Background: an optimization exercise with open tools, aiming at small area. Do not read the settings as production practice. At most, simulation tests tie the RTL to the original design; equivalence was not proved. Function not checked in runs 2 to 4: the RTL went through the layout flow alone.

`flow/config.mk`:
```
export PLATFORM = sky130hd
export DESIGN_NAME = top
export DESIGN_NICKNAME = top
export VERILOG_FILES = /design/flow/design.v
export SDC_FILE = /design/flow/constraint.sdc
export NUM_CORES = 4
export LEC_CHECK = 0
export CAP_MARGIN = 20
export CORE_MARGIN = 2
export CORE_UTILIZATION = 55
export SLEW_MARGIN = 20
export SYNTH_HIERARCHICAL = 1
```
`flow/constraint.sdc`:
```
create_clock -name core_clock -period 5.0 [get_ports {clk}]
set_input_delay 1.0000 -clock core_clock [delete_from_list [all_inputs] [get_ports {clk}]]
set_output_delay 1.0000 -clock core_clock [all_outputs]
set_load 0.01 [all_outputs]
```
`flow/design.v`:
```
module Column (
  input  wire [7:0] x0, x1, x2, x3,
  input  wire [7:0] w0, w1, w2, w3,
  output wire [7:0] lowr,
  output wire       sat_a,
  output wire       sat_b
);
  wire p0_0_0 = ~(x0[0] & w0[0]);
  wire p0_0_1 = ~(x0[0] & w0[1]);
  wire p0_0_2 = ~(x0[0] & w0[2]);
  wire p0_0_3 = ~(x0[0] & w0[3]);
  wire p0_0_4 = ~(x0[0] & w0[4]);
  wire p0_0_5 = ~(x0[0] & w0[5]);
  wire p0_0_6 = ~(x0[0] & w0[6]);
  wire p0_0_7 = ~(x0[0] & w0[7]);
  wire p0_1_0 = ~(x0[1] & w0[0]);
  wire p0_1_1 = ~(x0[1] & w0[1]);
  wire p0_1_2 = ~(x0[1] & w0[2]);
  wire p0_1_3 = ~(x0[1] & w0[3]);
  wire p0_1_4 = ~(x0[1] & w0[4]);
  wire p0_1_5 = ~(x0[1] & w0[5]);
  wire p0_1_6 = ~(x0[1] & w0[6]);
  wire p0_2_0 = ~(x0[2] & w0[0]);
  wire p0_2_1 = ~(x0[2] & w0[1]);
  wire p0_2_2 = ~(x0[2] & w0[2]);
  wire p0_2_3 = ~(x0[2] & w0[3]);
  wire p0_2_4 = ~(x0[2] & w0[4]);
  wire p0_2_5 = ~(x0[2] & w0[5]);
  wire p0_3_0 = ~(x0[3] & w0[0]);
  wire p0_3_1 = ~(x0[3] & w0[1]);
  wire p0_3_2 = ~(x0[3] & w0[2]);
  wire p0_3_3 = ~(x0[3] & w0[3]);
  wire p0_3_4 = ~(x0[3] & w0[4]);
  wire p0_4_0 = ~(x0[4] & w0[0]);
  wire p0_4_1 = ~(x0[4] & w0[1]);
  wire p0_4_2 = ~(x0[4] & w0[2]);
  wire p0_4_3 = ~(x0[4] & w0[3]);
  wire p0_5_0 = ~(x0[5] & w0[0]);
  wire p0_5_1 = ~(x0[5] & w0[1]);
  wire p0_5_2 = ~(x0[5] & w0[2]);
  wire p0_6_0 = ~(x0[6] & w0[0]);
  wire p0_6_1 = ~(x0[6] & w0[1]);
  wire p0_7_0 = ~(x0[7] & w0[0]);
  wire p1_0_0 = ~(x1[0] & w1[0]);
  wire p1_0_1 = ~(x1[0] & w1[1]);
  wire p1_0_2 = ~(x1[0] & w1[2]);
  wire p1_0_3 = ~(x1[0] & w1[3]);
  wire p1_0_4 = ~(x1[0] & w1[4]);
  wire p1_0_5 = ~(x1[0] & w1[5]);
  wire p1_0_6 = ~(x1[0] & w1[6]);
  wire p1_0_7 = ~(x1[0] & w1[7]);
  wire p1_1_0 = ~(x1[1] & w1[0]);
  wire p1_1_1 = ~(x1[1] & w1[1]);
  wire p1_1_2 = ~(x1[1] & w1[2]);
  wire p1_1_3 = ~(x1[1] & w1[3]);
  wire p1_1_4 = ~(x1[1] & w1[4]);
  wire p1_1_5 = ~(x1[1] & w1[5]);
  wire p1_1_6 = ~(x1[1] & w1[6]);
  wire p1_2_0 = ~(x1[2] & w1[0]);
  wire p1_2_1 = ~(x1[2] & w1[1]);
  wire p1_2_2 = ~(x1[2] & w1[2]);
  wire p1_2_3 = ~(x1[2] & w1[3]);
  wire p1_2_4 = ~(x1[2] & w1[4]);
  wire p1_2_5 = ~(x1[2] & w1[5]);
  wire p1_3_0 = ~(x1[3] & w1[0]);
  wire p1_3_1 = ~(x1[3] & w1[1]);
  wire p1_3_2 = ~(x1[3] & w1[2]);
  wire p1_3_3 = ~(x1[3] & w1[3]);
  wire p1_3_4 = ~(x1[3] & w1[4]);
  wire p1_4_0 = ~(x1[4] & w1[0]);
  wire p1_4_1 = ~(x1[4] & w1[1]);
  wire p1_4_2 = ~(x1[4] & w1[2]);
  wire p1_4_3 = ~(x1[4] & w1[3]);
  wire p1_5_0 = ~(x1[5] & w1[0]);
  wire p1_5_1 = ~(x1[5] & w1[1]);
  wire p1_5_2 = ~(x1[5] & w1[2]);
  wire p1_6_0 = ~(x1[6] & w1[0]);
  wire p1_6_1 = ~(x1[6] & w1[1]);
  wire p1_7_0 = ~(x1[7] & w1[0]);
  wire p2_0_0 = ~(x2[0] & w2[0]);
  wire p2_0_1 = ~(x2[0] & w2[1]);
  wire p2_0_2 = ~(x2[0] & w2[2]);
  wire p2_0_3 = ~(x2[0] & w2[3]);
  wire p2_0_4 = ~(x2[0] & w2[4]);
  wire p2_0_5 = ~(x2[0] & w2[5]);
  wire p2_0_6 = ~(x2[0] & w2[6]);
  wire p2_0_7 = ~(x2[0] & w2[7]);
  wire p2_1_0 = ~(x2[1] & w2[0]);
  wire p2_1_1 = ~(x2[1] & w2[1]);
  wire p2_1_2 = ~(x2[1] & w2[2]);
  wire p2_1_3 = ~(x2[1] & w2[3]);
  wire p2_1_4 = ~(x2[1] & w2[4]);
  wire p2_1_5 = ~(x2[1] & w2[5]);
  wire p2_1_6 = ~(x2[1] & w2[6]);
  wire p2_2_0 = ~(x2[2] & w2[0]);
  wire p2_2_1 = ~(x2[2] & w2[1]);
  wire p2_2_2 = ~(x2[2] & w2[2]);
  wire p2_2_3 = ~(x2[2] & w2[3]);
  wire p2_2_4 = ~(x2[2] & w2[4]);
  wire p2_2_5 = ~(x2[2] & w2[5]);
  wire p2_3_0 = ~(x2[3] & w2[0]);
  wire p2_3_1 = ~(x2[3] & w2[1]);
  wire p2_3_2 = ~(x2[3] & w2[2]);
  wire p2_3_3 = ~(x2[3] & w2[3]);
  wire p2_3_4 = ~(x2[3] & w2[4]);
  wire p2_4_0 = ~(x2[4] & w2[0]);
  wire p2_4_1 = ~(x2[4] & w2[1]);
  wire p2_4_2 = ~(x2[4] & w2[2]);
  wire p2_4_3 = ~(x2[4] & w2[3]);
  wire p2_5_0 = ~(x2[5] & w2[0]);
  wire p2_5_1 = ~(x2[5] & w2[1]);
  wire p2_5_2 = ~(x2[5] & w2[2]);
  wire p2_6_0 = ~(x2[6] & w2[0]);
  wire p2_6_1 = ~(x2[6] & w2[1]);
  wire p2_7_0 = ~(x2[7] & w2[0]);
  wire p3_0_0 = ~(x3[0] & w3[0]);
  wire p3_0_1 = ~(x3[0] & w3[1]);
  wire p3_0_2 = ~(x3[0] & w3[2]);
  wire p3_0_3 = ~(x3[0] & w3[3]);
  wire p3_0_4 = ~(x3[0] & w3[4]);
  wire p3_0_5 = ~(x3[0] & w3[5]);
  wire p3_0_6 = ~(x3[0] & w3[6]);
  wire p3_0_7 = ~(x3[0] & w3[7]);
  wire p3_1_0 = ~(x3[1] & w3[0]);
  wire p3_1_1 = ~(x3[1] & w3[1]);
  wire p3_1_2 = ~(x3[1] & w3[2]);
  wire p3_1_3 = ~(x3[1] & w3[3]);
  wire p3_1_4 = ~(x3[1] & w3[4]);
  wire p3_1_5 = ~(x3[1] & w3[5]);
  wire p3_1_6 = ~(x3[1] & w3[6]);
  wire p3_2_0 = ~(x3[2] & w3[0]);
  wire p3_2_1 = ~(x3[2] & w3[1]);
  wire p3_2_2 = ~(x3[2] & w3[2]);
  wire p3_2_3 = ~(x3[2] & w3[3]);
  wire p3_2_4 = ~(x3[2] & w3[4]);
  wire p3_2_5 = ~(x3[2] & w3[5]);
  wire p3_3_0 = ~(x3[3] & w3[0]);
  wire p3_3_1 = ~(x3[3] & w3[1]);
  wire p3_3_2 = ~(x3[3] & w3[2]);
  wire p3_3_3 = ~(x3[3] & w3[3]);
  wire p3_3_4 = ~(x3[3] & w3[4]);
  wire p3_4_0 = ~(x3[4] & w3[0]);
  wire p3_4_1 = ~(x3[4] & w3[1]);
  wire p3_4_2 = ~(x3[4] & w3[2]);
  wire p3_4_3 = ~(x3[4] & w3[3]);
  wire p3_5_0 = ~(x3[5] & w3[0]);
  wire p3_5_1 = ~(x3[5] & w3[1]);
  wire p3_5_2 = ~(x3[5] & w3[2]);
  wire p3_6_0 = ~(x3[6] & w3[0]);
  wire p3_6_1 = ~(x3[6] & w3[1]);
  wire p3_7_0 = ~(x3[7] & w3[0]);
  wire s1;
  wire c2;
  FullAdder fa2 (.a(p0_0_0), .b(p1_0_0), .c(p2_0_0), .s(s1), .co(c2));
  wire s3;
  wire c4;
  HalfAdderN ha4 (.an(p3_0_0), .bn(s1), .s(s3), .co(c4));
  wire s5;
  wire c6;
  FullAdder fa6 (.a(p0_0_1), .b(p0_1_0), .c(p1_0_1), .s(s5), .co(c6));
  wire s7;
  wire c8;
  FullAdder fa8 (.a(p1_1_0), .b(p2_0_1), .c(p2_1_0), .s(s7), .co(c8));
  wire s9;
  wire c10;
  FullAdder fa10 (.a(p3_0_1), .b(p3_1_0), .c(c2), .s(s9), .co(c10));
  wire s11;
  wire c12;
  FullAdder fa12 (.a(s5), .b(s7), .c(s9), .s(s11), .co(c12));
  wire i13;
  assign i13 = ~s11;
  wire s14;
  wire c15;
  HalfAdder ha15 (.a(c4), .b(i13), .s(s14), .co(c15));
  wire s16;
  wire c17;
  FullAdder fa17 (.a(p0_0_2), .b(p0_1_1), .c(p0_2_0), .s(s16), .co(c17));
  wire s18;
  wire c19;
  FullAdder fa19 (.a(p1_0_2), .b(p1_1_1), .c(p1_2_0), .s(s18), .co(c19));
  wire s20;
  wire c21;
  FullAdder fa21 (.a(p2_0_2), .b(p2_1_1), .c(p2_2_0), .s(s20), .co(c21));
  wire s22;
  wire c23;
  FullAdder fa23 (.a(p3_0_2), .b(p3_1_1), .c(p3_2_0), .s(s22), .co(c23));
  wire s24;
  wire c25;
  FullAdder fa25 (.a(c6), .b(c8), .c(s16), .s(s24), .co(c25));
  wire s26;
  wire c27;
  FullAdder fa27 (.a(s18), .b(s20), .c(s22), .s(s26), .co(c27));
  wire s28;
  wire c29;
  FullAdder fa29 (.a(c10), .b(s24), .c(s26), .s(s28), .co(c29));
  wire i30;
  assign i30 = ~c15;
  wire s31;
  wire c32;
  FullAdder fa32 (.a(c12), .b(s28), .c(i30), .s(s31), .co(c32));
  wire s33;
  wire c34;
  FullAdder fa34 (.a(p0_0_3), .b(p0_1_2), .c(p0_2_1), .s(s33), .co(c34));
  wire s35;
  wire c36;
  FullAdder fa36 (.a(p0_3_0), .b(p1_0_3), .c(p1_1_2), .s(s35), .co(c36));
  wire s37;
  wire c38;
  FullAdder fa38 (.a(p1_2_1), .b(p1_3_0), .c(p2_0_3), .s(s37), .co(c38));
  wire s39;
  wire c40;
  FullAdder fa40 (.a(p2_1_2), .b(p2_2_1), .c(p2_3_0), .s(s39), .co(c40));
  wire s41;
  wire c42;
  FullAdder fa42 (.a(p3_0_3), .b(p3_1_2), .c(p3_2_1), .s(s41), .co(c42));
  wire s43;
  wire c44;
  FullAdder fa44 (.a(p3_3_0), .b(c17), .c(c19), .s(s43), .co(c44));
  wire s45;
  wire c46;
  FullAdder fa46 (.a(c21), .b(c23), .c(s33), .s(s45), .co(c46));
  wire s47;
  wire c48;
  FullAdder fa48 (.a(s35), .b(s37), .c(s39), .s(s47), .co(c48));
  wire s49;
  wire c50;
  FullAdder fa50 (.a(s41), .b(c25), .c(c27), .s(s49), .co(c50));
  wire s51;
  wire c52;
  FullAdder fa52 (.a(s43), .b(s45), .c(s47), .s(s51), .co(c52));
  wire s53;
  wire c54;
  FullAdder fa54 (.a(c29), .b(s49), .c(s51), .s(s53), .co(c54));
  wire s55;
  wire c56;
  HalfAdderN ha56 (.an(s53), .bn(c32), .s(s55), .co(c56));
  wire s57;
  wire c58;
  FullAdder fa58 (.a(p0_0_4), .b(p0_1_3), .c(p0_2_2), .s(s57), .co(c58));
  wire s59;
  wire c60;
  FullAdder fa60 (.a(p0_3_1), .b(p0_4_0), .c(p1_0_4), .s(s59), .co(c60));
  wire s61;
  wire c62;
  FullAdder fa62 (.a(p1_1_3), .b(p1_2_2), .c(p1_3_1), .s(s61), .co(c62));
  wire s63;
  wire c64;
  FullAdder fa64 (.a(p1_4_0), .b(p2_0_4), .c(p2_1_3), .s(s63), .co(c64));
  wire s65;
  wire c66;
  FullAdder fa66 (.a(p2_2_2), .b(p2_3_1), .c(p2_4_0), .s(s65), .co(c66));
  wire s67;
  wire c68;
  FullAdder fa68 (.a(p3_0_4), .b(p3_1_3), .c(p3_2_2), .s(s67), .co(c68));
  wire s69;
  wire c70;
  FullAdder fa70 (.a(p3_3_1), .b(p3_4_0), .c(c34), .s(s69), .co(c70));
  wire s71;
  wire c72;
  FullAdder fa72 (.a(c36), .b(c38), .c(c40), .s(s71), .co(c72));
  wire s73;
  wire c74;
  FullAdder fa74 (.a(c42), .b(s57), .c(s59), .s(s73), .co(c74));
  wire s75;
  wire c76;
  FullAdder fa76 (.a(s61), .b(s63), .c(s65), .s(s75), .co(c76));
  wire s77;
  wire c78;
  FullAdder fa78 (.a(s67), .b(c44), .c(c46), .s(s77), .co(c78));
  wire s79;
  wire c80;
  FullAdder fa80 (.a(c48), .b(s69), .c(s71), .s(s79), .co(c80));
  wire s81;
  wire c82;
  FullAdder fa82 (.a(s73), .b(s75), .c(c50), .s(s81), .co(c82));
  wire s83;
  wire c84;
  FullAdder fa84 (.a(c52), .b(s77), .c(s79), .s(s83), .co(c84));
  wire s85;
  wire c86;
  FullAdder fa86 (.a(s81), .b(c54), .c(s83), .s(s85), .co(c86));
  wire i87;
  assign i87 = ~s85;
  wire s88;
  wire c89;
  HalfAdder ha89 (.a(i87), .b(c56), .s(s88), .co(c89));
  wire s90;
  wire c91;
  FullAdder fa91 (.a(p0_0_5), .b(p0_1_4), .c(p0_2_3), .s(s90), .co(c91));
  wire s92;
  wire c93;
  FullAdder fa93 (.a(p0_3_2), .b(p0_4_1), .c(p0_5_0), .s(s92), .co(c93));
  wire s94;
  wire c95;
  FullAdder fa95 (.a(p1_0_5), .b(p1_1_4), .c(p1_2_3), .s(s94), .co(c95));
  wire s96;
  wire c97;
  FullAdder fa97 (.a(p1_3_2), .b(p1_4_1), .c(p1_5_0), .s(s96), .co(c97));
  wire s98;
  wire c99;
  FullAdder fa99 (.a(p2_0_5), .b(p2_1_4), .c(p2_2_3), .s(s98), .co(c99));
  wire s100;
  wire c101;
  FullAdder fa101 (.a(p2_3_2), .b(p2_4_1), .c(p2_5_0), .s(s100), .co(c101));
  wire s102;
  wire c103;
  FullAdder fa103 (.a(p3_0_5), .b(p3_1_4), .c(p3_2_3), .s(s102), .co(c103));
  wire s104;
  wire c105;
  FullAdder fa105 (.a(p3_3_2), .b(p3_4_1), .c(p3_5_0), .s(s104), .co(c105));
  wire s106;
  wire c107;
  FullAdder fa107 (.a(c58), .b(c60), .c(c62), .s(s106), .co(c107));
  wire s108;
  wire c109;
  FullAdder fa109 (.a(c64), .b(c66), .c(c68), .s(s108), .co(c109));
  wire s110;
  wire c111;
  FullAdder fa111 (.a(s100), .b(s102), .c(s104), .s(s110), .co(c111));
  wire s112;
  wire c113;
  FullAdder fa113 (.a(s90), .b(s92), .c(s94), .s(s112), .co(c113));
  wire s114;
  wire c115;
  FullAdder fa115 (.a(s96), .b(s98), .c(c70), .s(s114), .co(c115));
  wire s116;
  wire c117;
  FullAdder fa117 (.a(c72), .b(c74), .c(c76), .s(s116), .co(c117));
  wire s118;
  wire c119;
  FullAdder fa119 (.a(s106), .b(s108), .c(s110), .s(s118), .co(c119));
  wire s120;
  wire c121;
  FullAdder fa121 (.a(s112), .b(c78), .c(c80), .s(s120), .co(c121));
  wire s122;
  wire c123;
  FullAdder fa123 (.a(s114), .b(s116), .c(s118), .s(s122), .co(c123));
  wire s124;
  wire c125;
  FullAdder fa125 (.a(c82), .b(c84), .c(s120), .s(s124), .co(c125));
  wire s126;
  wire c127;
  FullAdder fa127 (.a(s122), .b(c86), .c(s124), .s(s126), .co(c127));
  wire i128;
  assign i128 = ~s126;
  wire s129;
  wire c130;
  HalfAdder ha130 (.a(c89), .b(i128), .s(s129), .co(c130));
  wire s131;
  wire c132;
  FullAdder fa132 (.a(p0_0_6), .b(p0_1_5), .c(p0_2_4), .s(s131), .co(c132));
  wire s133;
  wire c134;
  FullAdder fa134 (.a(p0_3_3), .b(p0_4_2), .c(p0_5_1), .s(s133), .co(c134));
  wire s135;
  wire c136;
  FullAdder fa136 (.a(p0_6_0), .b(p1_0_6), .c(p1_1_5), .s(s135), .co(c136));
  wire s137;
  wire c138;
  FullAdder fa138 (.a(p1_2_4), .b(p1_3_3), .c(p1_4_2), .s(s137), .co(c138));
  wire s139;
  wire c140;
  FullAdder fa140 (.a(p1_5_1), .b(p1_6_0), .c(p2_0_6), .s(s139), .co(c140));
  wire s141;
  wire c142;
  FullAdder fa142 (.a(p2_1_5), .b(p2_2_4), .c(p2_3_3), .s(s141), .co(c142));
  wire s143;
  wire c144;
  FullAdder fa144 (.a(p2_4_2), .b(p2_5_1), .c(p2_6_0), .s(s143), .co(c144));
  wire s145;
  wire c146;
  FullAdder fa146 (.a(p3_0_6), .b(p3_1_5), .c(p3_2_4), .s(s145), .co(c146));
  wire s147;
  wire c148;
  FullAdder fa148 (.a(p3_3_3), .b(p3_4_2), .c(p3_5_1), .s(s147), .co(c148));
  wire s149;
  wire c150;
  FullAdder fa150 (.a(p3_6_0), .b(c101), .c(c103), .s(s149), .co(c150));
  wire s151;
  wire c152;
  FullAdder fa152 (.a(c105), .b(c91), .c(c93), .s(s151), .co(c152));
  wire s153;
  wire c154;
  FullAdder fa154 (.a(c95), .b(c97), .c(c99), .s(s153), .co(c154));
  wire s155;
  wire c156;
  FullAdder fa156 (.a(s131), .b(s133), .c(s135), .s(s155), .co(c156));
  wire s157;
  wire c158;
  FullAdder fa158 (.a(s137), .b(s139), .c(s141), .s(s157), .co(c158));
  wire s159;
  wire c160;
  FullAdder fa160 (.a(s143), .b(s145), .c(s147), .s(s159), .co(c160));
  wire s161;
  wire c162;
  FullAdder fa162 (.a(c107), .b(c109), .c(c111), .s(s161), .co(c162));
  wire s163;
  wire c164;
  FullAdder fa164 (.a(c113), .b(s149), .c(s151), .s(s163), .co(c164));
  wire s165;
  wire c166;
  FullAdder fa166 (.a(s153), .b(s155), .c(s157), .s(s165), .co(c166));
  wire s167;
  wire c168;
  FullAdder fa168 (.a(s159), .b(c115), .c(c117), .s(s167), .co(c168));
  wire s169;
  wire c170;
  FullAdder fa170 (.a(c119), .b(s161), .c(s163), .s(s169), .co(c170));
  wire s171;
  wire c172;
  FullAdder fa172 (.a(s165), .b(c121), .c(s167), .s(s171), .co(c172));
  wire s173;
  wire c174;
  FullAdder fa174 (.a(c123), .b(s169), .c(c125), .s(s173), .co(c174));
  wire s175;
  wire c176;
  FullAdder fa176 (.a(s171), .b(c127), .c(s173), .s(s175), .co(c176));
  wire i177;
  assign i177 = ~s175;
  wire s178;
  wire c179;
  HalfAdder ha179 (.a(c130), .b(i177), .s(s178), .co(c179));
  wire s180;
  wire c181;
  FullAdder fa181 (.a(p0_0_7), .b(p0_1_6), .c(p0_2_5), .s(s180), .co(c181));
  wire s182;
  wire c183;
  FullAdder fa183 (.a(p0_3_4), .b(p0_4_3), .c(p0_5_2), .s(s182), .co(c183));
  wire s184;
  wire c185;
  FullAdder fa185 (.a(p0_6_1), .b(p0_7_0), .c(p1_0_7), .s(s184), .co(c185));
  wire s186;
  wire c187;
  FullAdder fa187 (.a(p1_1_6), .b(p1_2_5), .c(p1_3_4), .s(s186), .co(c187));
  wire s188;
  wire c189;
  FullAdder fa189 (.a(p1_4_3), .b(p1_5_2), .c(p1_6_1), .s(s188), .co(c189));
  wire s190;
  wire c191;
  FullAdder fa191 (.a(p1_7_0), .b(p2_0_7), .c(p2_1_6), .s(s190), .co(c191));
  wire s192;
  wire c193;
  FullAdder fa193 (.a(p2_2_5), .b(p2_3_4), .c(p2_4_3), .s(s192), .co(c193));
  wire s194;
  wire c195;
  FullAdder fa195 (.a(p2_5_2), .b(p2_6_1), .c(p2_7_0), .s(s194), .co(c195));
  wire s196;
  wire c197;
  FullAdder fa197 (.a(p3_0_7), .b(p3_1_6), .c(p3_2_5), .s(s196), .co(c197));
  wire s198;
  wire c199;
  FullAdder fa199 (.a(p3_3_4), .b(p3_4_3), .c(p3_5_2), .s(s198), .co(c199));
  wire s200;
  wire c201;
  FullAdder fa201 (.a(p3_6_1), .b(p3_7_0), .c(c132), .s(s200), .co(c201));
  wire s202;
  wire c203;
  FullAdder fa203 (.a(c134), .b(c136), .c(c138), .s(s202), .co(c203));
  wire s204;
  wire c205;
  FullAdder fa205 (.a(c140), .b(c142), .c(c144), .s(s204), .co(c205));
  wire s206;
  wire c207;
  FullAdder fa207 (.a(c146), .b(c148), .c(s180), .s(s206), .co(c207));
  wire s208;
  wire c209;
  FullAdder fa209 (.a(s182), .b(s184), .c(s186), .s(s208), .co(c209));
  wire s210;
  wire c211;
  FullAdder fa211 (.a(s188), .b(s190), .c(s192), .s(s210), .co(c211));
  wire s212;
  wire c213;
  FullAdder fa213 (.a(s194), .b(s196), .c(s198), .s(s212), .co(c213));
  wire s214;
  wire c215;
  FullAdder fa215 (.a(c150), .b(c152), .c(c154), .s(s214), .co(c215));
  wire s216;
  wire c217;
  FullAdder fa217 (.a(c156), .b(c158), .c(c160), .s(s216), .co(c217));
  wire s218;
  wire c219;
  FullAdder fa219 (.a(s200), .b(s202), .c(s204), .s(s218), .co(c219));
  wire s220;
  wire c221;
  FullAdder fa221 (.a(s206), .b(s208), .c(s210), .s(s220), .co(c221));
  wire s222;
  wire c223;
  FullAdder fa223 (.a(s212), .b(c162), .c(c164), .s(s222), .co(c223));
  wire s224;
  wire c225;
  FullAdder fa225 (.a(s214), .b(c166), .c(s216), .s(s224), .co(c225));
  wire s226;
  wire c227;
  FullAdder fa227 (.a(s218), .b(s220), .c(c168), .s(s226), .co(c227));
  wire s228;
  wire c229;
  FullAdder fa229 (.a(c170), .b(s222), .c(s224), .s(s228), .co(c229));
  wire s230;
  wire c231;
  FullAdder fa231 (.a(c172), .b(s226), .c(s228), .s(s230), .co(c231));
  wire s232;
  wire c233;
  FullAdder fa233 (.a(c174), .b(s230), .c(c176), .s(s232), .co(c233));
  wire i234;
  assign i234 = ~s232;
  wire s235;
  wire c236;
  HalfAdder ha236 (.a(c179), .b(i234), .s(s235), .co(c236));
  assign lowr = {s235, s178, s129, s88, s55, s31, s14, s3};
  assign sat_a = ~c181 |
    ~c183 |
    ~c185 |
    ~c187 |
    ~c189 |
    ~c191 |
    ~c193 |
    ~c195 |
    ~c197 |
    ~c199 |
    ~c201 |
    ~c203 |
    ~c205 |
    ~c207 |
    ~c209 |
    ~c211 |
    ~c213 |
    ~c215 |
    ~c217 |
    ~c219 |
    ~c221 |
    ~c223 |
    ~c225 |
    ~c227 |
    ~c229 |
    (x0[1] & (|w0[7:7])) |
    (x0[2] & (|w0[7:6])) |
    (x0[3] & (|w0[7:5])) |
    (x0[4] & (|w0[7:4])) |
    (x0[5] & (|w0[7:3])) |
    (x0[6] & (|w0[7:2])) |
    (x0[7] & (|w0[7:1])) |
    (x1[1] & (|w1[7:7])) |
    (x1[2] & (|w1[7:6])) |
    (x1[3] & (|w1[7:5])) |
    (x1[4] & (|w1[7:4])) |
    (x1[5] & (|w1[7:3])) |
    (x1[6] & (|w1[7:2])) |
    (x1[7] & (|w1[7:1])) |
    (x2[1] & (|w2[7:7])) |
    (x2[2] & (|w2[7:6])) |
    (x2[3] & (|w2[7:5])) |
    (x2[4] & (|w2[7:4])) |
    (x2[5] & (|w2[7:3])) |
    (x2[6] & (|w2[7:2])) |
    (x2[7] & (|w2[7:1])) |
    (x3[1] & (|w3[7:7])) |
    (x3[2] & (|w3[7:6])) |
    (x3[3] & (|w3[7:5])) |
    (x3[4] & (|w3[7:4])) |
    (x3[5] & (|w3[7:3])) |
    (x3[6] & (|w3[7:2])) |
    (x3[7] & (|w3[7:1]));
  assign sat_b = ~c231 | ~c233 | c236;
endmodule
module FullAdder (
  input  wire a, b, c,
  output wire s, co
);
  assign s  = a ^ b ^ c;
  assign co = (a & b) | (a & c) | (b & c);
endmodule
module HalfAdder (
  input  wire a, b,
  output wire s, co
);
  assign s  = a ^ b;
  assign co = a & b;
endmodule
module HalfAdderN (
  input  wire an, bn,
  output wire s, co
);
  assign s  = an ^ bn;
  assign co = ~(an | bn);
endmodule
module Activation (
  input  wire       sat_a,
  input  wire       sat_b,
  input  wire [7:0] lowr,
  output wire [7:0] y
);
  wire [7:0] low = lowr ^ 8'b00000100;
  wire sat  = sat_a | sat_b;
  wire keep = (|low[7:4]) | (low[3] & (low[2] | low[1]));
  assign y = {8{sat}} | (low & {8{keep}});
endmodule
module Array (
  input  wire        clk  ,
  input  wire        rst  ,
  input  wire        start,
  input  wire [31:0] a_in ,
  input  wire [31:0] w_in ,
  output wire [31:0] y_out,
  output wire        ready,
  output wire        done
);
  reg [4:0] cnt;
  always @(posedge clk or posedge rst) begin
    if (rst) cnt <= 5'd0;
    else if (cnt == 5'd0) cnt <= start ? 5'd1 : 5'd0;
    else if (cnt == 5'd17) cnt <= 5'd0;
    else cnt <= cnt + 5'd1;
  end
  assign ready = cnt == 5'd0;
  assign done  = cnt == 5'd17;
  wire load = (cnt >= 5'd1) && (cnt <= 5'd4);
  reg [7:0] w [0:3][0:3];
  always @(posedge clk) begin
    if (load) begin
      for (int j = 0; j < 4; j++) begin
        w[0][j] <= w_in[8*j+:8];
        for (int i = 1; i < 4; i++) w[i][j] <= w[i-1][j];
      end
    end
  end
  reg [7:0] a0d1, a0d2, a0d3, a0d4, a1d1, a1d2, a1d3, a2d1, a2d2, a3d1;
  always @(posedge clk) begin
    a0d1 <= a_in[7:0];   a0d2 <= a0d1; a0d3 <= a0d2; a0d4 <= a0d3;
    a1d1 <= a_in[15:8];  a1d2 <= a1d1; a1d3 <= a1d2;
    a2d1 <= a_in[23:16]; a2d2 <= a2d1;
    a3d1 <= a_in[31:24];
  end
  wire [7:0] lowr [0:3];
  wire [3:0] sat_a, sat_b;
  genvar j;
  generate
    for (j = 0; j < 4; j = j + 1) begin : col
      Column c (
        .x0(a0d4), .x1(a1d3), .x2(a2d2), .x3(a3d1),
        .w0(w[0][j]), .w1(w[1][j]), .w2(w[2][j]), .w3(w[3][j]),
        .lowr(lowr[j]), .sat_a(sat_a[j]), .sat_b(sat_b[j])
      );
    end
  endgenerate
  reg [9:0] s0, s1, s2, s3;
  always @(posedge clk) begin
    s0 <= {sat_b[0], sat_a[0], lowr[0]};
    s1 <= {sat_b[1], sat_a[1], lowr[1]};
    s2 <= {sat_b[2], sat_a[2], lowr[2]};
    s3 <= {sat_b[3], sat_a[3], lowr[3]};
  end
  wire [7:0] y0, y1, y2, y3;
  Activation act0 (.sat_a(s0[8]), .sat_b(s0[9]), .lowr(s0[7:0]), .y(y0));
  Activation act1 (.sat_a(s1[8]), .sat_b(s1[9]), .lowr(s1[7:0]), .y(y1));
  Activation act2 (.sat_a(s2[8]), .sat_b(s2[9]), .lowr(s2[7:0]), .y(y2));
  Activation act3 (.sat_a(s3[8]), .sat_b(s3[9]), .lowr(s3[7:0]), .y(y3));
  reg [7:0] r1b, r2b, r2c, r3b, r3c, r3d;
  always @(posedge clk) begin
    r1b <= y1;
    r2b <= y2; r2c <= r2b;
    r3b <= y3; r3c <= r3b; r3d <= r3c;
  end
  assign y_out = {r3d, r2c, r1b, y0};
endmodule
module top #(parameter N = 4) (
  input  wire           clk  ,
  input  wire           rst  ,
  input  wire           start,
  input  wire [8*N-1:0] a_in ,
  input  wire [8*N-1:0] w_in ,
  output wire [8*N-1:0] y_out,
  output wire           ready,
  output wire           done
);
  Array dut (
    .clk  (clk  ),
    .rst  (rst  ),
    .start(start),
    .a_in (a_in ),
    .w_in (w_in ),
    .y_out(y_out),
    .ready(ready),
    .done (done )
  );
endmodule
```
`flow/run.sh`:
```
#!/bin/bash
# synth_recipe.tcl (not shown) runs the flow's synth.tcl, then flattens the netlist and writes it again
# the make line also repeats each setting of config.mk as NAME=value (left out here)
make -C /OpenROAD-flow-scripts/flow DESIGN_CONFIG=/design/flow/config.mk WORK_HOME=/design/flow/orfs CLKGATE_MAP_FILE= SYNTH_SCRIPT=/design/flow/synth_recipe.tcl finish
```
==> results of run 1 <==
==> layout make-up <==
type / instances / area (um2)
diodes: 1 / 2.50
clock buffers: 48 / 995
clock inverters: 9 / 71.3
fillers: 3015 / 13100
inverters: 53 / 199
multi-input cells: 1307 / 13100
flip-flops and latches: 301 / 7350
well taps: 511 / 639
repair buffers: 222 / 2260
==> through the flow <==
step	cells	TNS, ns
final	2452	0
after global routing	2451	0
after CTS	2446	0
after detailed placement	2387	-0.0251
after global placement	2387	0
after floorplan	1760	-65.69
==> kinds of logic (layout without fill, tap and decap cells) <==
| family | count (synthesis) | count (layout) |
|---|---|---|
| and+or+nand+nor | 737 | 737 |
| buffers and inverters | 152 | 332 |
| adders and majority gates | 463 | 463 |
| xor gates and xnor gates | 1 | 1 |
| other | 0 | 1 |
| muxes | 2 | 2 |
| DFF | 301 | 301 |
| AOI/OAI and AO/OA | 104 | 104 |
==> worst max-delay path: stages (launching register included) <==
cell	delay, ns
sky130_fd_sc_hd__dfxtp_4	0.39
sky130_fd_sc_hd__buf_12	0.18
sky130_fd_sc_hd__nand2_1	0.10
sky130_fd_sc_hd__fa_1	0.50
sky130_fd_sc_hd__fa_2	0.60
sky130_fd_sc_hd__fa_2	0.44
sky130_fd_sc_hd__fa_1	0.39
sky130_fd_sc_hd__fa_1	0.43
sky130_fd_sc_hd__fa_1	0.43
sky130_fd_sc_hd__fa_1	0.42
sky130_fd_sc_hd__fa_1	0.50
sky130_fd_sc_hd__inv_1	0.05
sky130_fd_sc_hd__ha_1	0.16
sky130_fd_sc_hd__nand3b_1	0.14
==> repair_timing <==
item / 4_1_cts / 5_1_grt
resized for setup: 0 / 18
hold endpoints to repair: 0 / 0
setup buffers: 2 / 3
pin swaps: 0 / 1
endpoints found under the setup margin: 1 / 7
gates cloned: 0 / 2
==> Yosys stat by module, one instance, submodules excluded, excerpt <==
module	copies in the design	flops+latches	cells	cell area, um2
Array	1	301	332	7560
Column	4	0	223	1010
Activation	4	0	15	101
FullAdder	432	0	1	20.0
HalfAdderN	8	0	3	20.0
HalfAdder	20	0	1	12.5
==> placed cells by master, fill, tap and decap left out, drive strengths merged, types with 4 or more instances in the layout <==
cell / n
a22oi: 20
nand3b: 4
fa: 432
a31oi: 5
edfxtp: 128
o2111ai: 4
nor4: 13
o21ai: 34
dfxtp: 168
or4: 12
nor2b: 4
buf: 120
o221ai: 4
nand4: 32
nand2: 596
nor2: 10
nor3: 9
clkbuf: 50
a21oi: 10
and4: 5
ha: 31
o22a: 4
dfrtp: 5
nand3: 5
or3: 36
o31ai: 4
clkdlybuf4s50: 100
o22ai: 8
and3: 6
inv: 59
a222oi: 4
nand2b: 5
a211oi: 4
==> path summary, 6_finish.rpt <==
path / startpoint / cells after the start / slack (ns) / endpoint
min: dut.r3c[2] / 0 / 0.32 / dut.r3d[2]
max reg2reg: dut.a1d3[0] / 13 / 0.15 / dut.s1[9]
min in group asynchronous: rst / 2 / 0.62 / dut.cnt[3]
max: dut.a1d3[0] / 13 / 0.15 / dut.s1[9]
min reg2reg: dut.r3c[2] / 0 / 0.32 / dut.r3d[2]
max in group asynchronous: rst / 2 / 4.18 / dut.cnt[0]
==> registers in the layout, summed over array words and instances (netlist names), 10 cells and up <==
name	cells
dut.s0	10
dut.w	128
dut.s3	10
dut.s2	10
dut.s1	10
==> metal layers <==
metal	part of all wire, %	wire (um)	vias to the layer above
met3	9.8	5850	199
met4	5.5	3290	0
met2	48	28700	847
met1	36	21700	7389
li1	-	-	6018
met5	0	0	-
==> flow_metrics.py, run 1 <==
metrics = {
    "placement": {
        "place.gp.congestion": 0.966,
        "port_buffers": 100,
        "post-dp-hpwl_um": 44600,
        "place_worst_setup_slack_ns": -0.0251,
        "placed_cell_area_um2": 23400,
    },
    "synthesis": {
        "synthesis.area_um2": 21100,
        "synthSimpleGateAreaFrac_pct": 15.2,
        "syn-num-nets": 2290,
        "post-synth-top-count-cell": "sky130_fd_sc_hd__nand2_1",
        "ys_seq_area_share_pct": 34.8,
        "yosys_register_bits": 301,
        "synth_top_area_share_pct": 41.0,
        "async_flop_share_pct": 1.66,
        "synthAdderAreaFrac_pct": 42.9,
        "synth_enable_flop_cells": 128,
        "number_of_instances_in_the_synthesized_netlist": 1760,
        "ys_warn_count": 9,
        "synth.top_cells.by_count": "sky130_fd_sc_hd__nand2_1, sky130_fd_sc_hd__fa_1, sky130_fd_sc_hd__dfxtp_1",
        "syn_avg_cell_area_um2": 12.0,
        "synth.largest_area_cell": "sky130_fd_sc_hd__fa_1",
        "synth_top_family_by_area": "adder cells",
        "synth_top_flop_cell": "sky130_fd_sc_hd__dfxtp_1",
        "synth_compound_gate_area_share_pct": 3.60,
        "muxShareOfSynthArea_pct": 0.0950,
        "xor_and_xnor_area_share_after_synthesis_pct": 0.0416,
        "synth.distinct_cells": 45,
        "synthTopCellsByArea": "sky130_fd_sc_hd__fa_1, sky130_fd_sc_hd__edfxtp_1, sky130_fd_sc_hd__dfxtp_1",
    },
    "timing": {
        "rsz0062_at_grt": "no",
        "slew_headroom_pct": 32.8,
        "fmax_mhz": 206,
        "finalSetupViolations": 0,
        "worst_hold_slack_ns": 0.322,
        "setup_ws_ns": 0.148,
        "fin_crit_sh_pct": 97.0,
        "timing.final.hold_violations": 0,
        "finalMaxSlewViolations": 0,
        "timing_worst_slew_pin_value_ns": 1.01,
        "timing.final.crit_period_ns": 4.85,
        "finalClockSkew_ns": 0.0161,
    },
    "global_routing": {
        "vias_in_the_first_global_route": 16100,
        "global_route.usage.met2_pct": 51.5,
        "groute.usage.overall_pct": 31.4,
        "antenna_found_initial": 1,
        "global_route.usage.met3_pct": 6.60,
        "global_route.overflow_total": 0,
        "grt_pass1_wl_um": 91400,
        "grt_start_max_net_pins": 69,
        "globalRouteMet1Util_pct": 40.6,
        "top_usage_layer": "met2",
    },
    "outcome": {
        "outcome": "finished clean",
    },
    "critical_path": {
        "critPathArrivalTime_ns": 5.33,
        "timing.critical_path.from_type": "flip-flop",
        "worst_setup_path_end_kind": "flip-flop",
        "worst_ep_required_time_ns": 5.47,
        "worstSetupPathType": "reg2reg",
        "worstPathMaxFanout": 15,
    },
    "layout": {
        "syn2layout_area_growth_pct": 16.8,
        "nNetsFinal": 2446,
        "post_route_cells_drive_above_1_share_pct": 11.1,
        "fin_area_um2": 24600,
        "final_core_area_utilization_pct": 65.3,
    },
    "detailed_routing": {
        "wl_per_cell_um": 24.3,
        "first_pass_iters": 6,
        "number_of_nets_with_antenna_violations_after_routing": 0,
        "detail_route.drc_violations": 0,
        "drt-total-wl_um": 59500,
        "viasPerCell": 5.89,
        "drt_iter0_markers": 1183,
        "detailroute.via_count": 14500,
    },
    "clock_tree": {
        "clkLatencyLatePin_ns": 0.59,
        "cts_tree": "done",
        "cts-root-buf": "sky130_fd_sc_hd__clkbuf_16",
        "cts_max_path_buffers": 3,
        "number_of_cts_inserted_buffers": 31,
        "hold_fix_buffers_cts": 0,
        "path_clk_slew_ns": 0.06,
        "cts.sinks": 301,
        "clock_tree.htree_level_count": 1,
    },
    "floorplan": {
        "die-width_um": 200,
        "start_util_pct": 55.9,
        "std_cell_rows": 71,
        "boundaryPins": 101,
        "die_area_um2": 39900,
        "die_h_um": 200,
        "core_um2": 37700,
    },
    "worst_hold_path": {
        "worst_hold_path_type": "reg2reg",
    },
    "run": {
        "maxCapViolations": 0,
    },
}
==> inputs of run 2 (changes only) <==
--- a/flow/design.v
+++ b/flow/design.v
@@ -1,6 +1,7 @@
 module Column (
   input  wire [7:0] x0, x1, x2, x3,
   input  wire [7:0] w0, w1, w2, w3,
+  input  wire [7:1] xs0, xs1, xs2, xs3,
   output wire [7:0] lowr,
   output wire       sat_a,
   output wire       sat_b
@@ -532,34 +533,34 @@
     ~c225 |
     ~c227 |
     ~c229 |
-    (x0[1] & (|w0[7:7])) |
-    (x0[2] & (|w0[7:6])) |
-    (x0[3] & (|w0[7:5])) |
-    (x0[4] & (|w0[7:4])) |
-    (x0[5] & (|w0[7:3])) |
-    (x0[6] & (|w0[7:2])) |
-    (x0[7] & (|w0[7:1])) |
-    (x1[1] & (|w1[7:7])) |
-    (x1[2] & (|w1[7:6])) |
-    (x1[3] & (|w1[7:5])) |
-    (x1[4] & (|w1[7:4])) |
-    (x1[5] & (|w1[7:3])) |
-    (x1[6] & (|w1[7:2])) |
-    (x1[7] & (|w1[7:1])) |
-    (x2[1] & (|w2[7:7])) |
-    (x2[2] & (|w2[7:6])) |
-    (x2[3] & (|w2[7:5])) |
-    (x2[4] & (|w2[7:4])) |
-    (x2[5] & (|w2[7:3])) |
-    (x2[6] & (|w2[7:2])) |
-    (x2[7] & (|w2[7:1])) |
-    (x3[1] & (|w3[7:7])) |
-    (x3[2] & (|w3[7:6])) |
-    (x3[3] & (|w3[7:5])) |
-    (x3[4] & (|w3[7:4])) |
-    (x3[5] & (|w3[7:3])) |
-    (x3[6] & (|w3[7:2])) |
-    (x3[7] & (|w3[7:1]));
+    (w0[1] & xs0[7]) |
+    (w0[2] & xs0[6]) |
+    (w0[3] & xs0[5]) |
+    (w0[4] & xs0[4]) |
+    (w0[5] & xs0[3]) |
+    (w0[6] & xs0[2]) |
+    (w0[7] & xs0[1]) |
+    (w1[1] & xs1[7]) |
+    (w1[2] & xs1[6]) |
+    (w1[3] & xs1[5]) |
+    (w1[4] & xs1[4]) |
+    (w1[5] & xs1[3]) |
+    (w1[6] & xs1[2]) |
+    (w1[7] & xs1[1]) |
+    (w2[1] & xs2[7]) |
+    (w2[2] & xs2[6]) |
+    (w2[3] & xs2[5]) |
+    (w2[4] & xs2[4]) |
+    (w2[5] & xs2[3]) |
+    (w2[6] & xs2[2]) |
+    (w2[7] & xs2[1]) |
+    (w3[1] & xs3[7]) |
+    (w3[2] & xs3[6]) |
+    (w3[3] & xs3[5]) |
+    (w3[4] & xs3[4]) |
+    (w3[5] & xs3[3]) |
+    (w3[6] & xs3[2]) |
+    (w3[7] & xs3[1]);
   assign sat_b = ~c231 | ~c233 | c236;
 endmodule
 module FullAdder (
@@ -630,6 +631,16 @@
     a2d1 <= a_in[23:16]; a2d2 <= a2d1;
     a3d1 <= a_in[31:24];
   end
+  wire [7:0] x0 = a0d4, x1 = a1d3, x2 = a2d2, x3 = a3d1;
+  wire [7:1] xs0, xs1, xs2, xs3;
+  generate
+    for (genvar k = 1; k < 8; k = k + 1) begin : xsuf
+      assign xs0[k] = |x0[7:k];
+      assign xs1[k] = |x1[7:k];
+      assign xs2[k] = |x2[7:k];
+      assign xs3[k] = |x3[7:k];
+    end
+  endgenerate
   wire [7:0] lowr [0:3];
   wire [3:0] sat_a, sat_b;
   genvar j;
@@ -638,6 +649,7 @@
       Column c (
         .x0(a0d4), .x1(a1d3), .x2(a2d2), .x3(a3d1),
         .w0(w[0][j]), .w1(w[1][j]), .w2(w[2][j]), .w3(w[3][j]),
+        .xs0(xs0), .xs1(xs1), .xs2(xs2), .xs3(xs3),
         .lowr(lowr[j]), .sat_a(sat_a[j]), .sat_b(sat_b[j])
       );
     end
==> run 2 against run 1 <==
Core utilization increased by 0.75 points; first-iteration DRC count grew 14%; area after synthesis down 1.5%; wire length grew 5.2%; highest routed layer unchanged.
==> flow_metrics.py, run 2 <==
metrics = {
    "clock_tree": {
        "cts.sinks": 301,
        "cts_max_path_buffers": 3,
        "cts_tree": "done",
        "clkLatencyLatePin_ns": 0.58,
        "cts-root-buf": "sky130_fd_sc_hd__clkbuf_16",
        "number_of_cts_inserted_buffers": 34,
        "path_clk_slew_ns": 0.06,
        "clock_tree.htree_level_count": 2,
    },
    "critical_path": {
        "worstPathMaxFanout": 7,
        "worst_ep_required_time_ns": 5.44,
        "critical_path_depth": 13,
        "critical_path.slowest_cell": "sky130_fd_sc_hd__fa_1",
        "critPathTopFamily": "adder cells",
        "crit_top_cell": "sky130_fd_sc_hd__fa_1",
        "crit_path_max_incr_delay_ns": 0.58,
        "timing.critical_path.from_type": "flip-flop",
        "critical_path.n_buffers_inverters": 2,
        "critical_path.cell_chain": "clkbuf_16 -> nand2_1 -> fa_1 -> fa_1 -> fa_1 -> fa_2 -> fa_1 -> fa_1 -> fa_1 -> fa_1 -> inv_1 -> ha_1 -> nand3b_1",
        "worst_setup_path_end_kind": "flip-flop",
        "ff2ff_path_depth": 13,
        "worstSetupPathType": "reg2reg",
        "critPathArrivalTime_ns": 5.32,
    },
    "layout": {
        "largest_reg_flops": 128,
        "final_core_area_utilization_pct": 66.1,
        "diodes": 0,
        "nNetsFinal": 2391,
        "syn2layout_area_growth_pct": 19.0,
        "post_route_cells_drive_above_1_share_pct": 13.5,
        "registers.top_by_ff_count": "dut.w",
        "mostFrequentLayoutCell": "sky130_fd_sc_hd__nand2_1",
        "layout.cells.most_common_list": "sky130_fd_sc_hd__nand2_1, sky130_fd_sc_hd__fa_1, sky130_fd_sc_hd__dfxtp_1",
    },
    "synthesis": {
        "synth_top_flop_cell": "sky130_fd_sc_hd__dfxtp_1",
        "synthesis.area_um2": 20800,
        "ys_seq_area_share_pct": 35.3,
        "synth.largest_area_cell": "sky130_fd_sc_hd__fa_1",
        "synth_enable_flop_cells": 128,
        "ys_warn_count": 9,
        "synth.distinct_cells": 40,
        "post-synth-top-count-cell": "sky130_fd_sc_hd__nand2_1",
        "yosys_register_bits": 301,
        "synthTopCellsByArea": "sky130_fd_sc_hd__fa_1, sky130_fd_sc_hd__edfxtp_1, sky130_fd_sc_hd__dfxtp_1",
        "syn-num-nets": 2206,
        "synth_top_area_share_pct": 41.6,
        "synth.top_cells.by_count": "sky130_fd_sc_hd__nand2_1, sky130_fd_sc_hd__fa_1, sky130_fd_sc_hd__dfxtp_1",
        "syn_avg_cell_area_um2": 12.4,
        "number_of_instances_in_the_synthesized_netlist": 1676,
        "async_flop_share_pct": 1.66,
    },
    "placement": {
        "port_buffers": 100,
        "place.gp.congestion": 0.971,
        "place_worst_setup_slack_ns": -0.0413,
        "post-dp-hpwl_um": 44200,
    },
    "detailed_routing": {
        "detail_route.wirelength.met1_um": 22600,
        "route.met2.wl_um": 29300,
        "wl_per_cell_um": 26.1,
        "detailroute.via_count": 14200,
        "detail_route.drc_violations": 0,
        "routed-wl-met3_um": 7590,
        "uppermost_routed_layer": "met4",
        "drt_iter0_markers": 1352,
        "first_pass_iters": 5,
        "number_of_nets_with_antenna_violations_after_routing": 0,
        "viasPerCell": 5.93,
        "drt-total-wl_um": 62600,
    },
    "worst_hold_path": {
        "worst_hold_path.num_cells": 0,
        "worst_hold_path_type": "reg2reg",
    },
    "timing": {
        "finalSetupViolations": 0,
        "fmax_mhz": 205,
        "timing.final.crit_period_ns": 4.88,
        "finalClockSkew_ns": 0.0407,
        "rsz0062_at_grt": "yes",
        "slew_headroom_pct": 43.4,
        "setup_ws_ns": 0.123,
        "timing_worst_slew_pin_value_ns": 0.850,
        "fin_crit_sh_pct": 97.5,
        "timing.final.hold_violations": 0,
        "worst_hold_slack_ns": 0.307,
        "timing.setup.tns_ns": 0,
        "finalMaxSlewViolations": 0,
    },
    "floorplan": {
        "boundaryPins": 101,
        "die-width_um": 198,
        "die_area_um2": 39300,
        "core_um2": 37400,
        "start_util_pct": 55.5,
        "std_cell_rows": 71,
        "die_h_um": 198,
    },
    "outcome": {
        "outcome": "finished clean",
    },
    "global_routing": {
        "global_route.overflow_total": 0,
        "grt_start_max_net_pins": 129,
        "groute.usage.overall_pct": 32.1,
        "vias_in_the_first_global_route": 15500,
        "grt_pass1_wl_um": 91400,
        "antenna_found_initial": 0,
    },
    "run": {
        "maxCapViolations": 0,
    },
}
## run 2: cell types whose count changed in the layout (fill, tap and decap cells not counted), sizes merged, moves of 12 or more
cell    change
or3        -12
nand2      -12
o21ai      -32
a221oi     +24
a22o       +20
a22oi      -12
or2        +12
## run 2: logic make-up (layout without fill, tap and decap cells)
kind of cell / after synthesis / after routing / synth area share [%]
DFF: 301 / 301 / 35.3
AOI/OAI and AO/OA: 80 / 80 / 3.56
muxes: 2 / 2 / 0.0964
adders and majority gates: 463 / 463 / 43.5
buffers and inverters: 132 / 342 / 2.96
xor gates and xnor gates: 1 / 1 / 0.0422
and+or+nand+nor: 697 / 697 / 14.5
## run 2: path summary, 6_finish.rpt
check	start	to	slack, ns
max in group asynchronous	rst	dut.cnt[0]	4.16
max	dut.a1d3[0]	dut.s3[9]	0.12
min	dut.a0d1[0]	dut.a0d2[0]	0.31
min in group asynchronous	rst	dut.cnt[2]	0.64
max reg2reg	dut.a1d3[0]	dut.s3[9]	0.12
min reg2reg	dut.a0d1[0]	dut.a0d2[0]	0.31
## run 2: metal layers
layer  up-vias  GRT usage [%]
met3       188           8.14
li1       5798              -
met2       900           51.9
met5         -          0.128
met1      7327           41.6
met4         0           13.6
## run 2: layout make-up
type                       instances  area, um2
multi-input combinational       1243      12900
fill                            2871      12700
sequential                       301       7350
timing repair buffer             232       2560
clock buffer                      45        923
tap                              511        639
inverter                          49        184
clock inverter                    16        136
## run 2: per-module statistics from Yosys (local to each module, per instance), excerpt
module	cells	times used
Activation	15	4
HalfAdder	1	20
HalfAdderN	3	8
Column	196	4
FullAdder	1	432
Array	356	1
## run 2: repair_timing
action | CTS | global route
hold buffers | 0 | 0
endpoints found under the setup margin | 2 | 7
setup buffers | 5 | 12
gates resized for setup | 0 | 32
pin swaps | 0 | 8
cloned | 0 | 10
## run 2: per-stage QoR
step / instances / area, um2
after floorplan: 1676 / 20800
after global placement: 2310 / 23200
after detailed placement: 2310 / 23200
after CTS: 2376 / 24300
after global routing: 2397 / 24700
final: 2397 / 24700
==> inputs of run 3 (changes only) <==
--- a/flow/config.mk
+++ b/flow/config.mk
@@ -8,5 +8,7 @@
 export CAP_MARGIN = 20
 export CORE_MARGIN = 2
 export CORE_UTILIZATION = 55
+export CTS_CLUSTER_DIAMETER = 150
+export CTS_CLUSTER_SIZE = 30
 export SLEW_MARGIN = 20
 export SYNTH_HIERARCHICAL = 1
==> run 3 against run 2 <==
Synthesized cell count is the same; hold slack worse by 0.0083 ns; register-to-register slack hardly changed; die area is the same; clock skew is 0.018 ns higher; wire length is 2.9% lower; core utilization is 2.0 points lower; critical path depth rose by 1.
==> flow_metrics.py, run 3 <==
metrics = {
    "outcome": {
        "outcome": "finished clean",
    },
    "global_routing": {
        "antenna_found_initial": 0,
        "groute.usage.overall_pct": 31.4,
        "global_route.overflow_total": 0,
        "grt_pass1_wl_um": 89600,
        "grt_start_max_net_pins": 129,
        "vias_in_the_first_global_route": 15200,
    },
    "detailed_routing": {
        "first_pass_iters": 8,
        "detail_route.drc_violations": 0,
        "drt_iter0_markers": 1250,
        "wl_per_cell_um": 25.8,
        "number_of_nets_with_antenna_violations_after_routing": 0,
        "drt-total-wl_um": 60800,
        "detailroute.via_count": 14000,
        "viasPerCell": 5.95,
    },
    "layout": {
        "seq_area_um2": 7350,
        "nNetsFinal": 2369,
        "registers.top_by_ff_count": "dut.w",
        "layout.cells.most_common_list": "sky130_fd_sc_hd__nand2_1, sky130_fd_sc_hd__fa_1, sky130_fd_sc_hd__dfxtp_1",
        "diodes": 0,
        "fin_area_um2": 24000,
        "post_route_cells_drive_above_1_share_pct": 11.3,
        "largest_reg_flops": 128,
        "final_layout_fill_cell_count": 2944,
        "syn2layout_area_growth_pct": 15.4,
        "mostFrequentLayoutCell": "sky130_fd_sc_hd__nand2_1",
        "multiInputGateArea_um2": 12900,
    },
    "synthesis": {
        "synthAdderAreaFrac_pct": 43.5,
        "muxShareOfSynthArea_pct": 0.0964,
        "async_flop_share_pct": 1.66,
        "yosys_register_bits": 301,
        "synth.top_cells.by_count": "sky130_fd_sc_hd__nand2_1, sky130_fd_sc_hd__fa_1, sky130_fd_sc_hd__dfxtp_1",
        "syn-num-nets": 2206,
        "synthSimpleGateAreaFrac_pct": 14.5,
        "ys_seq_area_share_pct": 35.3,
        "synth_top_area_share_pct": 41.6,
        "syn_avg_cell_area_um2": 12.4,
        "synth_top_family_by_area": "adder cells",
        "synthesis.area_um2": 20800,
        "synth_compound_gate_area_share_pct": 3.56,
        "number_of_instances_in_the_synthesized_netlist": 1676,
        "synth_enable_flop_cells": 128,
        "synth.distinct_cells": 40,
        "xor_and_xnor_area_share_after_synthesis_pct": 0.0422,
        "synthTopCellsByArea": "sky130_fd_sc_hd__fa_1, sky130_fd_sc_hd__edfxtp_1, sky130_fd_sc_hd__dfxtp_1",
        "ys_warn_count": 9,
        "post-synth-top-count-cell": "sky130_fd_sc_hd__nand2_1",
        "synth.largest_area_cell": "sky130_fd_sc_hd__fa_1",
        "synth_top_flop_cell": "sky130_fd_sc_hd__dfxtp_1",
    },
    "timing": {
        "fin_crit_sh_pct": 97.8,
        "setup_ws_ns": 0.111,
        "finalMaxSlewViolations": 0,
        "fmax_mhz": 205,
        "timing.setup.tns_ns": 0,
        "timing.final.crit_period_ns": 4.89,
        "timing_worst_slew_pin_value_ns": 0.859,
        "timing.final.hold_violations": 0,
        "finalSetupViolations": 0,
        "slew_headroom_pct": 42.7,
        "finalClockSkew_ns": 0.0591,
    },
    "critical_path": {
        "worstSetupPathType": "reg2reg",
        "critPathArrivalTime_ns": 5.32,
        "worst_ep_required_time_ns": 5.43,
        "critical_path.slowest_cell": "sky130_fd_sc_hd__fa_1",
        "timing.critical_path.from_type": "flip-flop",
        "crit_top_cell": "sky130_fd_sc_hd__fa_1",
        "critPathTopFamily": "adder cells",
        "crit_path_max_incr_delay_ns": 0.58,
        "worst_setup_path_end_kind": "flip-flop",
        "critical_path.cell_chain": "buf_12 -> clkbuf_16 -> buf_4 -> nand2_1 -> fa_1 -> fa_1 -> fa_1 -> fa_1 -> fa_1 -> fa_1 -> fa_1 -> inv_1 -> ha_1 -> nand3b_1",
        "critical_path.n_buffers_inverters": 4,
        "worstPathMaxFanout": 13,
    },
    "worst_hold_path": {
        "worst_hold_path_type": "reg2reg",
    },
    "floorplan": {
        "die_h_um": 198,
        "std_cell_rows": 71,
        "boundaryPins": 101,
        "die-width_um": 198,
        "core_um2": 37400,
        "die_area_um2": 39300,
        "start_util_pct": 55.5,
    },
    "placement": {
        "placed_cell_area_um2": 23200,
        "post-dp-hpwl_um": 44200,
        "place_worst_setup_slack_ns": -0.0413,
        "place.gp.congestion": 0.971,
        "port_buffers": 100,
    },
    "run": {
        "maxCapViolations": 0,
    },
    "clock_tree": {
        "hold_fix_buffers_cts": 0,
        "clkLatencyLatePin_ns": 0.54,
        "clock_tree.htree_level_count": 1,
        "cts-root-buf": "sky130_fd_sc_hd__clkbuf_16",
        "cts_tree": "done",
        "cts_max_path_buffers": 3,
        "cts.sinks": 301,
        "number_of_cts_inserted_buffers": 14,
        "path_clk_slew_ns": 0.12,
    },
}
run 3: final timing paths:
check | start | to | slack, ns | cells after the start
setup / recovery | dut.a0d4[0] | dut.s3[9] | 0.11 | 14
hold / removal | dut.a0d3[3] | dut.a0d4[3] | 0.30 | 0
setup reg to reg | dut.a0d4[0] | dut.s3[9] | 0.11 | 14
hold reg to reg | dut.a0d3[3] | dut.a0d4[3] | 0.30 | 0
max in group asynchronous | rst | dut.cnt[0] | 4.10 | 2
min in group asynchronous | rst | dut.cnt[4] | 0.65 | 2
run 3: layout make-up:
class / count / share of cell area, %
inverter: 49 / 0.768
sequential: 301 / 30.7
clock inverter: 1 / 0.125
tap: 511 / 2.67
timing repair buffer: 230 / 10.3
clock buffer: 21 / 1.66
multi-input combinational: 1243 / 53.8
run 3: modules after synthesis, one instance, submodules excluded, a selection:
module      cells  flip-flops and latches
Activation     15                       0
Array         356                     301
Column        196                       0
FullAdder       1                       0
HalfAdder       1                       0
HalfAdderN      3                       0
run 3: per-layer routing:
metal | up-vias | part of all wire (%) | GRT usage (%) | wire [um]
met5 | - | 0 | 0 | 0
li1 | 5736 | - | - | -
met3 | 168 | 12 | 8.52 | 7320
met1 | 7225 | 36 | 40.7 | 22000
met4 | 0 | 3.7 | 10.4 | 2250
met2 | 879 | 48 | 51.7 | 29200
run 3: through the flow:
stage	cells	hold WS [ns]	utilization (%)
floorplan	1676	0.310	-
global route	2356	0.310	64.1
CTS	2335	0.313	63.2
finish	2356	0.299	64.1
detailed placement	2310	0.312	62.0
global placement	2310	0.310	62.0
run 3: logic make-up (layout without fill, tap and decap cells):
kind of cell             Yosys count  after routing
multiplexers                       2              2
flip-flops                       301            301
buffers and inverters            132            301
adder cells (fa/ha/maj)          463            463
AND/OR/NAND/NOR                  697            697
AO/OA/AOI/OAI                     80             80
XOR/XNOR                           1              1
run 3: timing repair:
action	4_1_cts	5_1_grt
hold endpoints to repair	0	0
pin swaps	0	2
endpoints found under the setup margin	1	8
gates cloned	0	7
gates resized for setup	0	22
buffers inserted	3	14
==> inputs of run 4 (changes only) <==
--- a/flow/config.mk
+++ b/flow/config.mk
@@ -8,7 +8,7 @@
 export CAP_MARGIN = 20
 export CORE_MARGIN = 2
 export CORE_UTILIZATION = 55
-export CTS_CLUSTER_DIAMETER = 150
-export CTS_CLUSTER_SIZE = 30
+export CTS_CLUSTER_DIAMETER = 100
+export CTS_CLUSTER_SIZE = 22
 export SLEW_MARGIN = 20
 export SYNTH_HIERARCHICAL = 1
==> run 4 against run 3 <==
Still clean; clock-buffer cell count rose by 7; setup slack got worse by 0.0080 ns; area after synthesis unchanged; wire length rose by 0.61%; die area unchanged; critical path type unchanged; largest cell class unchanged.
==> flow_metrics.py, run 4 <==
metrics = {
    "timing": {
        "setup_ws_ns": 0.104,
        "fin_crit_sh_pct": 97.9,
        "timing_worst_slew_pin_value_ns": 0.864,
        "rsz0062_at_grt": "no",
        "fmax_mhz": 204,
        "finalClockSkew_ns": 0.0133,
        "timing.final.crit_period_ns": 4.90,
        "finalMaxSlewViolations": 0,
        "finalSetupViolations": 0,
        "timing.final.hold_violations": 0,
        "slew_headroom_pct": 42.4,
        "worst_hold_slack_ns": 0.329,
    },
    "synthesis": {
        "synth.distinct_cells": 40,
        "ys_seq_area_share_pct": 35.3,
        "synthSimpleGateAreaFrac_pct": 14.5,
        "synthAdderAreaFrac_pct": 43.5,
        "synthTopCellsByArea": "sky130_fd_sc_hd__fa_1, sky130_fd_sc_hd__edfxtp_1, sky130_fd_sc_hd__dfxtp_1",
        "syn_avg_cell_area_um2": 12.4,
        "synth_enable_flop_cells": 128,
        "synth_top_flop_cell": "sky130_fd_sc_hd__dfxtp_1",
        "number_of_instances_in_the_synthesized_netlist": 1676,
        "synth.largest_area_cell": "sky130_fd_sc_hd__fa_1",
        "syn-num-nets": 2206,
        "post-synth-top-count-cell": "sky130_fd_sc_hd__nand2_1",
        "yosys_register_bits": 301,
        "synth.top_cells.by_count": "sky130_fd_sc_hd__nand2_1, sky130_fd_sc_hd__fa_1, sky130_fd_sc_hd__dfxtp_1",
        "ys_warn_count": 9,
        "synthesis.area_um2": 20800,
        "synth_compound_gate_area_share_pct": 3.56,
        "synth_top_area_share_pct": 41.6,
        "synth_top_family_by_area": "adder cells",
        "async_flop_share_pct": 1.66,
        "xor_and_xnor_area_share_after_synthesis_pct": 0.0422,
        "muxShareOfSynthArea_pct": 0.0964,
    },
    "floorplan": {
        "std_cell_rows": 71,
        "boundaryPins": 101,
        "start_util_pct": 55.5,
        "die_h_um": 198,
        "core_um2": 37400,
        "die-width_um": 198,
        "die_area_um2": 39300,
    },
    "layout": {
        "mostFrequentLayoutCell": "sky130_fd_sc_hd__nand2_1",
        "diodes": 0,
        "nNetsFinal": 2365,
        "registers.top_by_ff_count": "dut.w",
        "post_route_cells_drive_above_1_share_pct": 11.5,
        "largest_reg_flops": 128,
        "final_core_area_utilization_pct": 64.3,
        "layout.cells.most_common_list": "sky130_fd_sc_hd__nand2_1, sky130_fd_sc_hd__fa_1, sky130_fd_sc_hd__dfxtp_1",
        "syn2layout_area_growth_pct": 15.8,
    },
    "detailed_routing": {
        "detail_route.drc_violations": 0,
        "detailroute.via_count": 14000,
        "drt-total-wl_um": 61200,
        "first_pass_iters": 6,
        "detail_route.wirelength.met1_um": 22500,
        "viasPerCell": 5.95,
        "routed-wl-met3_um": 7050,
        "number_of_nets_with_antenna_violations_after_routing": 0,
        "drt_iter0_markers": 1259,
        "wl_per_cell_um": 25.9,
        "route.met2.wl_um": 28600,
        "uppermost_routed_layer": "met5",
    },
    "placement": {
        "port_buffers": 100,
        "place_worst_setup_slack_ns": -0.0413,
        "post-dp-hpwl_um": 44200,
        "place.gp.congestion": 0.971,
    },
    "clock_tree": {
        "path_clk_slew_ns": 0.09,
        "clkLatencyLatePin_ns": 0.54,
        "clock_tree.htree_level_count": 1,
        "cts-root-buf": "sky130_fd_sc_hd__clkbuf_16",
        "cts.sinks": 301,
        "cts_tree": "done",
        "number_of_cts_inserted_buffers": 18,
        "cts_max_path_buffers": 3,
    },
    "global_routing": {
        "grt_pass1_wl_um": 90000,
        "grt_start_max_net_pins": 129,
        "antenna_found_initial": 1,
        "global_route.overflow_total": 0,
        "groute.usage.overall_pct": 31.6,
        "vias_in_the_first_global_route": 15300,
    },
    "run": {
        "maxCapViolations": 0,
    },
    "critical_path": {
        "timing.critical_path.from_type": "flip-flop",
        "critPathArrivalTime_ns": 5.32,
        "worstPathMaxFanout": 7,
        "worst_setup_path_end_kind": "flip-flop",
        "worst_ep_required_time_ns": 5.43,
        "worstSetupPathType": "reg2reg",
    },
    "worst_hold_path": {
        "worst_hold_path_type": "reg2reg",
    },
    "outcome": {
        "outcome": "finished clean",
    },
}
[run 4: cell counts after synthesis]
Identical to the previous run, type by type.
[run 4: kinds of logic (layout without fill, tap and decap cells)]
group / count (synthesis) / after routing
buf+inv: 132 / 303
fa+ha+maj: 463 / 463
compound gates: 80 / 80
simple gates: 697 / 697
flops: 301 / 301
mux: 2 / 2
xor+xnor: 1 / 1
[run 4: worst paths after layout]
kind,startpoint,endpoint,slack (ns),depth (start not counted)
worst min register to register,dut.r3c[0],dut.r3d[0],0.33,0
max in group asynchronous,rst,dut.cnt[0],4.15,2
worst max-delay path,dut.a1d3[0],dut.s3[9],0.10,13
worst max register to register,dut.a1d3[0],dut.s3[9],0.10,13
min in group asynchronous,rst,dut.cnt[1],0.66,2
worst min-delay path,dut.r3c[0],dut.r3d[0],0.33,0
[run 4: modules after synthesis, one instance, submodules excluded, a selection]
module,cells inside,cell area [um2],times used,flops+latches
FullAdder,1,20.0,432,0
Activation,15,101,4,0
Column,196,893,4,0
HalfAdder,1,12.5,20,0
HalfAdderN,3,20.0,8,0
Array,356,7730,1,301
[run 4: timing repair]
action | CTS | global route
endpoints found under the setup margin | 2 | 7
pin swaps | 0 | 2
cloned | 0 | 8
setup buffers | 4 | 4
hold buffers | 0 | 0
resized for setup | 0 | 24
[run 4: cell type report]
cell class,count,area (um2)
well taps,511,639
clock buffers,28,531
inverters,49,184
multi-input cells,1243,12900
repair buffers,222,2410
fillers,2937,13400
flip-flops and latches,301,7350
clock inverters,4,33.8
[run 4: worst max-delay path: stages, from the launching register on]
cell and delay, ns:
sky130_fd_sc_hd__dfxtp_4 0.43, sky130_fd_sc_hd__clkbuf_16 0.21, sky130_fd_sc_hd__nand2_1 0.09, sky130_fd_sc_hd__fa_1 0.49, sky130_fd_sc_hd__fa_1 0.46, sky130_fd_sc_hd__fa_1 0.58, sky130_fd_sc_hd__fa_2 0.44, sky130_fd_sc_hd__fa_1 0.40
sky130_fd_sc_hd__fa_1 0.43, sky130_fd_sc_hd__fa_1 0.42, sky130_fd_sc_hd__fa_1 0.48, sky130_fd_sc_hd__inv_1 0.04, sky130_fd_sc_hd__ha_1 0.16, sky130_fd_sc_hd__nand3b_1 0.14
[run 4: metal layers]
layer / up-vias / global-route usage [%]
li1: 5731 / -
met2: 841 / 51.5
met3: 190 / 8.43
met5: - / 0
met1: 7255 / 41.1
met4: 2 / 11.1
[run 4: metrics by stage]
| stage | area (um2) | instances | setup TNS [ns] |
|---|---|---|---|
| 2_1_floorplan | 20800 | 1676 | -65.71 |
| 3_3_place_gp | 23200 | 2310 | 0 |
| 3_5_place_dp | 23200 | 2310 | -0.0657 |
| 4_1_cts | 23800 | 2346 | 0 |
| 5_1_grt | 24000 | 2358 | 0 |
| 6_report | 24000 | 2358 | 0 |

-- afterwards: timing with drivers on the ports --
The results above use ideal ports. As a check the final layouts listed here were re-extracted and re-timed, cells and wires unchanged.
Step 1 (the two cells are an assumption about what drives the block):
set clk [get_ports {clk}]
set_driving_cell -lib_cell sky130_fd_sc_hd__clkbuf_16 $clk
set_driving_cell -lib_cell sky130_fd_sc_hd__buf_2 [delete_from_list [all_inputs] $clk]
Step 2 times the ports against the registers' clock, not the clock port: input delays grow and output delays shrink by t, the midpoint of the rising clock arrivals with the driver on.
Slacks: ideal / step 1 / step 2; pairs: ideal / step 1.
run	shift t [ns]	setup WS [ns]	hold WS [ns]	worst setup path at the end
run 1	0.637	0.148 / 0.148 / 0.148	0.322 / 0.322 / 0.322	register to register
run 2	0.615	0.123 / 0.123 / 0.123	0.307 / 0.307 / 0.307	register to register
run 3	0.567	0.111 / 0.111 / 0.111	0.299 / 0.299 / 0.299	register to register
run 4	0.592	0.104 / 0.104 / 0.104	0.329 / 0.329 / 0.329	register to register
After both steps every run listed still meets setup and hold.
